Context: an optimization exercise on an open-source flow, tuned for small area and a short achievable clock period. The choices shown serve that exercise and are no tape-out recipe.
The RTL was checked by simulation tests, not by an equivalence proof against the original design.
No activity file was given, so power comes from the tool's default toggle rates.

[flow/config.mk]
export PLATFORM = sky130hd
export DESIGN_NAME = Median_Filter
export DESIGN_NICKNAME = Median_Filter
export VERILOG_FILES = /design/flow/design.v
export SDC_FILE = /design/flow/constraint.sdc
export NUM_CORES = 4
export LEC_CHECK = 0
export ABC_AREA = 1
export CAP_MARGIN = 20
export CORE_MARGIN = 2
export CORE_UTILIZATION = 40
export SLEW_MARGIN = 20
[flow/constraint.sdc]
create_clock -name core_clock -period 32.0 [get_ports {clk}]
set_input_delay 6.4000 -clock core_clock [delete_from_list [all_inputs] [get_ports {clk}]]
set_output_delay 6.4000 -clock core_clock [all_outputs]
set_load 0.01 [all_outputs]
[flow/design.v]
module Median_Filter#
  (parameter row = 554, col = 430)
  (input            clk,
  input signed[31:0]pixel,
  input       [7:0] data_in_0, data_in_1, data_in_2,
  input       [7:0] data_in_3, data_in_4, data_in_5,
  input       [7:0] data_in_6, data_in_7, data_in_8,
  output            done,
  output reg  [7:0]data_filtered);
  function gt8;
    input [7:0] a, b;
    integer i;
    begin
      gt8 = 1'b0;
      for (i = 0; i < 8; i = i + 1)
        gt8 = (a[i] & ~b[i]) | ((a[i] | ~b[i]) & gt8);
    end
  endfunction
  function [7:0] med3;
    input [7:0] a, b, c;
    input       force_b;
    reg gab, gbc, gac;
    begin
      gab = gt8(a, b);
      gbc = gt8(b, c);
      gac = gt8(a, c);
      if ((gab == gbc) || force_b)
        med3 = b;
      else if (gab ^ gac)
        med3 = a;
      else
        med3 = c;
    end
  endfunction
  wire [17:0] p  = pixel[17:0];
  wire [16:0] q  = pixel[17:1];
  wire        p0 = pixel[0];
  wire p_lt_n;
  assign p_lt_n = (~p[17] | (~p[16] | (~p[15] | (~p[14] & (~p[13] | (~p[12] & (~p[11] & (~p[10] & (~p[9] | (~p[8] & (~p[7] | (~p[6] & (~p[5] & (~p[4] & (~p[3] | ~p[2])))))))))))))));
  wire p_lt_r;
  assign p_lt_r = (~p[17] & (~p[16] & (~p[15] & (~p[14] & (~p[13] & (~p[12] & (~p[11] & (~p[10] & (~p[9] | (~p[8] & (~p[7] & (~p[6] & (~p[5] | (~p[4] & (~p[3] | (~p[2] & ~p[1]))))))))))))))));
  wire p_lt_last;
  assign p_lt_last = (~p[17] | (~p[16] | (~p[15] | (~p[14] & (~p[13] | (~p[12] & (~p[11] & (~p[10] & (~p[9] & (~p[8] & (~p[7] & (~p[6] | (~p[5] | (~p[4] & (~p[3] & (~p[2] & ~p[1]))))))))))))))));
  wire hi_zero = ~|pixel[31:18];
  wire in_img  = hi_zero & p_lt_n;
  assign done  = ~pixel[31] & ~in_img;
  wire col_edge = in_img & (p_lt_r | ~p_lt_last);
  wire rw1 = q[0] & p0;
  wire rw2 = q[1] & rw1;
  wire rw3 = q[2] ^ ~q[0] ^ ~p0;
  wire rw4 = (q[2] & ~q[0]) | (q[2] & ~p0) | (~q[0] & ~p0);
  wire rw5 = rw2 & rw3;
  wire rw6 = q[3] ^ ~q[1] ^ rw4;
  wire rw7 = (q[3] & ~q[1]) | (q[3] & rw4) | (~q[1] & rw4);
  wire rw8 = rw5 & rw6;
  wire rw9 = q[4] ^ ~q[2] ^ rw7;
  wire rw10 = (q[4] & ~q[2]) | (q[4] & rw7) | (~q[2] & rw7);
  wire rw11 = rw8 & rw9;
  wire rw12 = q[5] ^ ~q[3] ^ rw10;
  wire rw13 = (q[5] & ~q[3]) | (q[5] & rw10) | (~q[3] & rw10);
  wire rw14 = rw11 & rw12;
  wire rw15 = q[6] ^ ~q[4] ^ q[0];
  wire rw16 = (q[6] & ~q[4]) | (q[6] & q[0]) | (~q[4] & q[0]);
  wire rw17 = p0 ^ rw13 ^ rw14;
  wire rw18 = (p0 & rw13) | (p0 & rw14) | (rw13 & rw14);
  wire rw19 = rw15 ^ rw17;
  wire rw20 = rw15 & rw17;
  wire rw21 = q[7] ^ ~q[5] ^ q[1];
  wire rw22 = (q[7] & ~q[5]) | (q[7] & q[1]) | (~q[5] & q[1]);
  wire rw23 = rw16 ^ rw18 ^ rw20;
  wire rw24 = (rw16 & rw18) | (rw16 & rw20) | (rw18 & rw20);
  wire rw25 = rw21 ^ rw23;
  wire rw26 = rw21 & rw23;
  wire rw27 = q[8] ^ ~q[6] ^ q[2];
  wire rw28 = (q[8] & ~q[6]) | (q[8] & q[2]) | (~q[6] & q[2]);
  wire rw29 = rw22 ^ rw24 ^ rw26;
  wire rw30 = (rw22 & rw24) | (rw22 & rw26) | (rw24 & rw26);
  wire rw31 = rw27 ^ rw29;
  wire rw32 = rw27 & rw29;
  wire rw33 = q[9] ^ ~q[7] ^ q[3];
  wire rw34 = (q[9] & ~q[7]) | (q[9] & q[3]) | (~q[7] & q[3]);
  wire rw35 = ~q[0] ^ ~p0 ^ rw28;
  wire rw36 = (~q[0] & ~p0) | (~q[0] & rw28) | (~p0 & rw28);
  wire rw37 = rw30 ^ rw32 ^ rw33;
  wire rw38 = (rw30 & rw32) | (rw30 & rw33) | (rw32 & rw33);
  wire rw39 = rw35 ^ rw37;
  wire rw40 = rw35 & rw37;
  wire rw41 = q[10] ^ ~q[8] ^ q[4];
  wire rw42 = (q[10] & ~q[8]) | (q[10] & q[4]) | (~q[8] & q[4]);
  wire rw43 = ~q[1] ^ rw34 ^ rw36;
  wire rw44 = (~q[1] & rw34) | (~q[1] & rw36) | (rw34 & rw36);
  wire rw45 = rw38 ^ rw40 ^ rw41;
  wire rw46 = (rw38 & rw40) | (rw38 & rw41) | (rw40 & rw41);
  wire rw47 = rw43 ^ rw45;
  wire rw48 = rw43 & rw45;
  wire rw49 = q[11] ^ ~q[9] ^ q[5];
  wire rw50 = (q[11] & ~q[9]) | (q[11] & q[5]) | (~q[9] & q[5]);
  wire rw51 = ~q[2] ^ q[0] ^ p0;
  wire rw52 = (~q[2] & q[0]) | (~q[2] & p0) | (q[0] & p0);
  wire rw53 = rw42 ^ rw44 ^ rw46;
  wire rw54 = (rw42 & rw44) | (rw42 & rw46) | (rw44 & rw46);
  wire rw55 = rw48 ^ rw49 ^ rw51;
  wire rw56 = (rw48 & rw49) | (rw48 & rw51) | (rw49 & rw51);
  wire rw57 = rw53 ^ rw55;
  wire rw58 = rw53 & rw55;
  wire rw59 = q[12] ^ ~q[10] ^ q[6];
  wire rw60 = (q[12] & ~q[10]) | (q[12] & q[6]) | (~q[10] & q[6]);
  wire rw61 = ~q[3] ^ q[1] ^ rw50;
  wire rw62 = (~q[3] & q[1]) | (~q[3] & rw50) | (q[1] & rw50);
  wire rw63 = rw52 ^ rw54 ^ rw56;
  wire rw64 = (rw52 & rw54) | (rw52 & rw56) | (rw54 & rw56);
  wire rw65 = rw58 ^ rw59 ^ rw61;
  wire rw66 = (rw58 & rw59) | (rw58 & rw61) | (rw59 & rw61);
  wire rw67 = rw63 ^ rw65;
  wire rw68 = rw63 & rw65;
  wire rw69 = q[13] ^ ~q[11] ^ q[7];
  wire rw70 = (q[13] & ~q[11]) | (q[13] & q[7]) | (~q[11] & q[7]);
  wire rw71 = ~q[4] ^ q[2] ^ rw60;
  wire rw72 = (~q[4] & q[2]) | (~q[4] & rw60) | (q[2] & rw60);
  wire rw73 = rw62 ^ rw64 ^ rw66;
  wire rw74 = (rw62 & rw64) | (rw62 & rw66) | (rw64 & rw66);
  wire rw75 = rw68 ^ rw69 ^ rw71;
  wire rw76 = (rw68 & rw69) | (rw68 & rw71) | (rw69 & rw71);
  wire rw77 = rw73 ^ rw75;
  wire rw78 = rw73 & rw75;
  wire rw79 = q[14] ^ ~q[12] ^ q[8];
  wire rw80 = (q[14] & ~q[12]) | (q[14] & q[8]) | (~q[12] & q[8]);
  wire rw81 = ~q[5] ^ q[3] ^ q[0];
  wire rw82 = (~q[5] & q[3]) | (~q[5] & q[0]) | (q[3] & q[0]);
  wire rw83 = p0 ^ rw70 ^ rw72;
  wire rw84 = (p0 & rw70) | (p0 & rw72) | (rw70 & rw72);
  wire rw85 = rw74 ^ rw76 ^ rw78;
  wire rw86 = (rw74 & rw76) | (rw74 & rw78) | (rw76 & rw78);
  wire rw87 = rw79 ^ rw81 ^ rw83;
  wire rw88 = (rw79 & rw81) | (rw79 & rw83) | (rw81 & rw83);
  wire rw89 = rw85 ^ rw87;
  wire rw90 = rw85 & rw87;
  wire rw91 = q[15] ^ ~q[13] ^ q[9];
  wire rw92 = (q[15] & ~q[13]) | (q[15] & q[9]) | (~q[13] & q[9]);
  wire rw93 = ~q[6] ^ q[4] ^ q[1];
  wire rw94 = (~q[6] & q[4]) | (~q[6] & q[1]) | (q[4] & q[1]);
  wire rw95 = rw80 ^ rw82 ^ rw84;
  wire rw96 = (rw80 & rw82) | (rw80 & rw84) | (rw82 & rw84);
  wire rw97 = rw86 ^ rw88 ^ rw90;
  wire rw98 = (rw86 & rw88) | (rw86 & rw90) | (rw88 & rw90);
  wire rw99 = rw91 ^ rw93 ^ rw95;
  wire rw100 = (rw91 & rw93) | (rw91 & rw95) | (rw93 & rw95);
  wire rw101 = rw97 ^ rw99;
  wire rw102 = rw97 & rw99;
  wire rw103 = q[16] ^ ~q[14] ^ q[10];
  wire rw104 = ~q[7] ^ q[5] ^ q[2];
  wire rw105 = rw92 ^ rw94 ^ rw96;
  wire rw106 = rw98 ^ rw100 ^ rw102;
  wire rw107 = rw103 ^ rw104 ^ rw105;
  wire rw108 = rw106 ^ rw107;
  wire rx6 = rw19;
  wire rx7 = rw25;
  wire rx8 = rw31;
  wire rx9 = rw39;
  wire rx10 = rw47;
  wire rx11 = rw57;
  wire rx12 = rw67;
  wire rx13 = rw77;
  wire rx14 = rw89;
  wire rx15 = rw101;
  wire rx16 = rw108;
  wire row_mult_ok = ~(rx9 | rx10 | rx11 | rx12 | rx13 | rx14 | rx15 | rx16) & ~(rx8 & rx7 & rx6);
  wire row_edge = in_img & row_mult_ok;
  wire [7:0] m0 = med3(data_in_0, data_in_1, data_in_2, col_edge);
  wire [7:0] m1 = med3(data_in_3, data_in_4, data_in_5, col_edge);
  wire [7:0] m2 = med3(data_in_6, data_in_7, data_in_8, col_edge);
  always @(posedge clk)
    data_filtered <= med3(m0, m1, m2, row_edge);
endmodule
[flow/run.sh]
#!/bin/bash
# synth_recipe.tcl (not shown) runs the flow's synth.tcl, then flattens the netlist and writes it again
# the make line also repeats each setting of config.mk as NAME=value (left out here)
make -C /OpenROAD-flow-scripts/flow DESIGN_CONFIG=/design/flow/config.mk WORK_HOME=/design/flow/orfs CLKGATE_MAP_FILE= SYNTH_SCRIPT=/design/flow/synth_recipe.tcl finish
==> reports/summary.json <==
{
  "outcome": {"value": "no timing/DRC/antenna violations"},
  "hold_class": {"value": "in -> reg"},
  "detailed_place_hpwl": {"value": 10.6, "unit": "mm"},
  "post_cts_hold_buffer_count": {"value": 0},
  "cp.required": {"value": 32.17, "unit": "ns"},
  "grt_pass1_vias": {"value": 4741},
  "area.sequential": {"value": 160, "unit": "um2"},
  "synth_seq_cells": {"value": 8},
  "grt_start_max_net_pins": {"value": 12},
  "finalHoldViolCount": {"value": 0},
  "path_length_in_cells_of_the_critical_path": {"value": 47},
  "htree_num_levels": {"value": 1},
  "portion_of_total_power_attributed_to_combinational_logic": {"value": 0.875},
  "slew_violations": {"value": 0},
  "critical-path-slowest-cell": {"value": "sky130_fd_sc_hd__clkdlybuf4s50_1"},
  "design.portCount": {"value": 114},
  "nFillCells": {"value": 1067},
  "yosys_most_used_dff": {"value": "sky130_fd_sc_hd__dfxtp_1"},
  "dpl-instance-area": {"value": 5540, "unit": "um2"},
  "final_design_area_no_fill": {"value": 5580, "unit": "um2"},
  "min_delay_path_depth": {"value": 5},
  "largest_delay_share_family_worst_path": {"value": "adder cells"},
  "setup_tns_final": {"value": 0, "unit": "ns"},
  "power_per_cell_area": {"value": 43.0, "unit": "nW/um2"},
  "detail_route.first_pass.iterations": {"value": 4},
  "antennaDiodeCount": {"value": 0},
  "drt-initial-drc-count": {"value": 176},
  "fin_ws": {"value": 15.14, "unit": "ns"},
  "biggestRegsByFlops": {"value": "data_filtered: 8 flops"},
  "die_footprint": {"value": 11500, "unit": "um2"},
  "grt_first_pass_wirelength": {"value": 20.5, "unit": "mm"},
  "switching_power": {"value": 0.000127, "unit": "W"},
  "critPathKind": {"value": "in -> reg"},
  "synth-seq-area-share": {"value": 0.0376},
  "placed_cells_incl_taps": {"value": 1013},
  "cp_common_cell": {"value": "sky130_fd_sc_hd__fa_1"},
  "power.switching_fraction": {"value": 0.531},
  "die_h": {"value": 107, "unit": "um"},
  "tightestPinTransition": {"value": 0.488, "unit": "ns"},
  "tritoncts": {"value": "built"},
  "finish.cell_count_without_fillers": {"value": 1016},
  "num_rows": {"value": 37},
  "synth_unique_cells": {"value": 43},
  "clock-root-buffer": {"value": "sky130_fd_sc_hd__clkbuf_8"},
  "post_cts_resize_count": {"value": 0},
  "routabilityCongestion": {"value": 0.909},
  "antenna_found_initial": {"value": 0},
  "multi_input_gate_area": {"value": 3380, "unit": "um2"},
  "ant_nets": {"value": 0},
  "startpoint_type": {"value": "input pin"},
  "flip_flop_count_of_the_largest_register_all_copies_and_words_added": {"value": 8},
  "route.detailed.drc": {"value": 0},
  "cp.buffers_inverters": {"value": 13},
  "numCtsBuffers": {"value": 3},
  "number_of_enable_type_register_cells_in_the_synthesized_netlist": {"value": 0},
  "share_clk_of_total_power": {"value": 0.051},
  "fin_crit_share": {"value": 0.527},
  "groute.usage.overall": {"value": 0.211},
  "fp.coreArea": {"value": 10300, "unit": "um2"},
  "postRouteWirelength": {"value": 11.9, "unit": "mm"},
  "final.min_clock_period": {"value": 16.86, "unit": "ns"},
  "cts_sinks": {"value": 8},
  "synthCells": {"value": 767},
  "setup_viol_count_final": {"value": 0},
  "cp.arrival": {"value": 17.03, "unit": "ns"},
  "global_route.overflow_total": {"value": 0},
  "avgViaCountPerCell": {"value": 4.78},
  "max-clock-path-buffers": {"value": 2},
  "rsz0062_at_grt": {"value": "no"},
  "worst_path_largest_cell_delay": {"value": 0.68, "unit": "ns"},
  "pre_cts_setup_slack": {"value": 14.87, "unit": "ns"},
  "initial_standard_cell_utilization_of_the_core": {"value": 0.413},
  "postSynth.asyncResetShare": {"value": 0},
  "cts_setup_buffers": {"value": 0},
  "synthesized_cell_area": {"value": 4260, "unit": "um2"},
  "synthesis.area_per_instance": {"value": 5.56, "unit": "um2"},
  "die_width": {"value": 107, "unit": "um"},
  "fraction_of_power_consumed_by_sequential_logic": {"value": 0.074},
  "regMostFlops": {"value": "data_filtered"},
  "slew_headroom": {"value": 0.671},
  "max_freq": {"value": 59.3, "unit": "MHz"},
  "synth_nets": {"value": 921},
  "route.vias.total": {"value": 4861},
  "wl_per_cell": {"value": 11.7, "unit": "um"},
  "end_kind": {"value": "register"},
  "buffer_ports.inserted": {"value": 113},
  "internal_power": {"value": 0.000112, "unit": "W"},
  "areaGrowthSynthToFinish": {"value": 30.8, "unit": "%"},
  "leakage_power_figure": {"value": 3.11, "unit": "nW"},
  "yosys_warnings": {"value": 1},
  "path_max_fanout": {"value": 9},
  "clk_pin_slew_worst_paths": {"value": 0.04, "unit": "ns"},
  "irDropWorstVdd": {"value": 0.0442, "unit": "mV"},
  "nets": {"value": 1036},
  "cap_violations": {"value": 0},
  "ratio_of_cells_with_drive_above_1_in_the_final_layout": {"value": 0.0739},
  "power.total": {"value": 0.000240, "unit": "W"}
}
synthesized netlist by cell type (2+ instances only):
cell	n	share of area
sky130_fd_sc_hd__nor2_4	2	0.0053
sky130_fd_sc_hd__nor4_1	2	0.0029
sky130_fd_sc_hd__xor2_1	6	0.012
sky130_fd_sc_hd__a21oi_2	2	0.0041
sky130_fd_sc_hd__nor2_8	2	0.0094
sky130_fd_sc_hd__o21ai_0	14	0.016
sky130_fd_sc_hd__inv_1	162	0.14
sky130_fd_sc_hd__nor2_2	3	0.0044
sky130_fd_sc_hd__nand3_2	4	0.0094
sky130_fd_sc_hd__fa_1	37	0.17
sky130_fd_sc_hd__o21ai_1	16	0.019
sky130_fd_sc_hd__a31oi_4	2	0.010
sky130_fd_sc_hd__a21oi_1	5	0.0059
sky130_fd_sc_hd__xnor2_1	3	0.0062
sky130_fd_sc_hd__nor2_1	15	0.013
sky130_fd_sc_hd__buf_6	2	0.0053
sky130_fd_sc_hd__dfxtp_1	8	0.038
sky130_fd_sc_hd__nand2_4	2	0.0053
sky130_fd_sc_hd__inv_2	21	0.018
sky130_fd_sc_hd__ha_1	12	0.035
sky130_fd_sc_hd__o22ai_1	24	0.035
sky130_fd_sc_hd__nand2_2	18	0.026
sky130_fd_sc_hd__nand4_1	5	0.0073
sky130_fd_sc_hd__or2_0	3	0.0044
sky130_fd_sc_hd__nor3_1	3	0.0035
sky130_fd_sc_hd__nand3_1	79	0.093
sky130_fd_sc_hd__nand2_1	299	0.26
layout by cell type, fill, tap and decap left out, types with 2 or more instances in the layout:
master / count
sky130_fd_sc_hd__nor2_2: 3
sky130_fd_sc_hd__inv_1: 162
sky130_fd_sc_hd__nand4_1: 5
sky130_fd_sc_hd__dfxtp_1: 8
sky130_fd_sc_hd__o21ai_1: 16
sky130_fd_sc_hd__nor2_1: 15
sky130_fd_sc_hd__nor2_8: 2
sky130_fd_sc_hd__xnor2_1: 3
sky130_fd_sc_hd__o22ai_1: 24
sky130_fd_sc_hd__nor4_1: 2
sky130_fd_sc_hd__clkdlybuf4s50_1: 113
sky130_fd_sc_hd__clkbuf_8: 3
sky130_fd_sc_hd__nand2_2: 18
sky130_fd_sc_hd__xor2_1: 6
sky130_fd_sc_hd__inv_2: 21
sky130_fd_sc_hd__nand2_1: 299
sky130_fd_sc_hd__or2_0: 3
sky130_fd_sc_hd__nand2_4: 2
sky130_fd_sc_hd__o21ai_0: 14
sky130_fd_sc_hd__nand3_2: 4
sky130_fd_sc_hd__nor3_1: 3
sky130_fd_sc_hd__ha_1: 12
sky130_fd_sc_hd__fa_1: 37
sky130_fd_sc_hd__a31oi_4: 2
sky130_fd_sc_hd__a21oi_1: 5
sky130_fd_sc_hd__a21oi_2: 2
sky130_fd_sc_hd__nor2_4: 2
sky130_fd_sc_hd__nand3_1: 79
final timing paths:
kind                          from                to
worst min-delay path  data_in_4[0]  data_filtered[0]
worst max-delay path      pixel[0]  data_filtered[7]
power groups by stage:
| stage | Clock (W) | Combinational, W | Sequential (W) |
|---|---|---|---|
| after CTS | 0.0000124 | 0.000212 | 0.0000178 |
| after global placement | 0 | 0.000206 | 0.0000180 |
| after global routing | 0.0000129 | 0.000243 | 0.0000183 |
| after floorplan | 0 | 0.000144 | 0.0000202 |
| final | 0.0000121 | 0.000210 | 0.0000178 |
| after detailed placement | 0 | 0.000210 | 0.0000176 |
per-layer routing:
layer / track usage / vias to the layer above / part of all wire / wire (um)
met5: 0 / - / 0 / 0
li1: - / 2571 / - / -
met1: 0.272 / 2178 / 0.46 / 5440
met4: 0.0204 / 0 / 0.0088 / 105
met2: 0.395 / 102 / 0.49 / 5830
met3: 0.0194 / 10 / 0.046 / 544
cell families (layout without fill, tap and decap cells):
logic type	count (synthesis)	after routing	share of synthesized area
flip-flops	8	8	0.0376
AND/OR/NAND/NOR	443	443	0.459
XOR/XNOR	9	9	0.0185
AO/OA/AOI/OAI	70	70	0.106
adder cells (fa/ha/maj)	49	49	0.209
buffers and inverters	188	301	0.170
cell type report:
type,instances,area share
timing repair buffer,113,0.203
clock buffer,3,0.00740
tap,136,0.0305
sequential,8,0.0287
inverter,185,0.125
multi-input combinational,571,0.606
per-stage QoR:
stage	util	hold WS, ns
6_report	0.540	6.91
5_1_grt	0.540	6.96
4_1_cts	0.540	6.90
3_5_place_dp	0.536	7.14
3_3_place_gp	0.536	7.12
2_1_floorplan	-	6.62

## static timing again, ports no longer ideal
How much do the figures lean on ideal ports? The routed layout below was timed once more, with nothing changed but the port constraints. Step 1 sets driving cells, clkbuf_16 on the clock port and buf_2 on the other inputs (assumed; they add their load-dependent delay and slew). Step 2, shift: input delay + t, output delay - t, t = (earliest + latest rising clock arrival at the registers) / 2. This alone moves slack from input paths to output paths. Three values: ideal, step 1, step 2; two values: the first two.
t, ns: 0.252
setup slack, ns: 15.145 / 15.147 / 14.895
hold WS [ns]: 6.911 / 6.908 / 7.160
slew at the worst register clock pin (ns): 0.04 / 0.04
After both steps this run still meets setup and hold. The setup slack of this run moves by +0.002 ns with the drivers and by -0.250 ns with both steps.
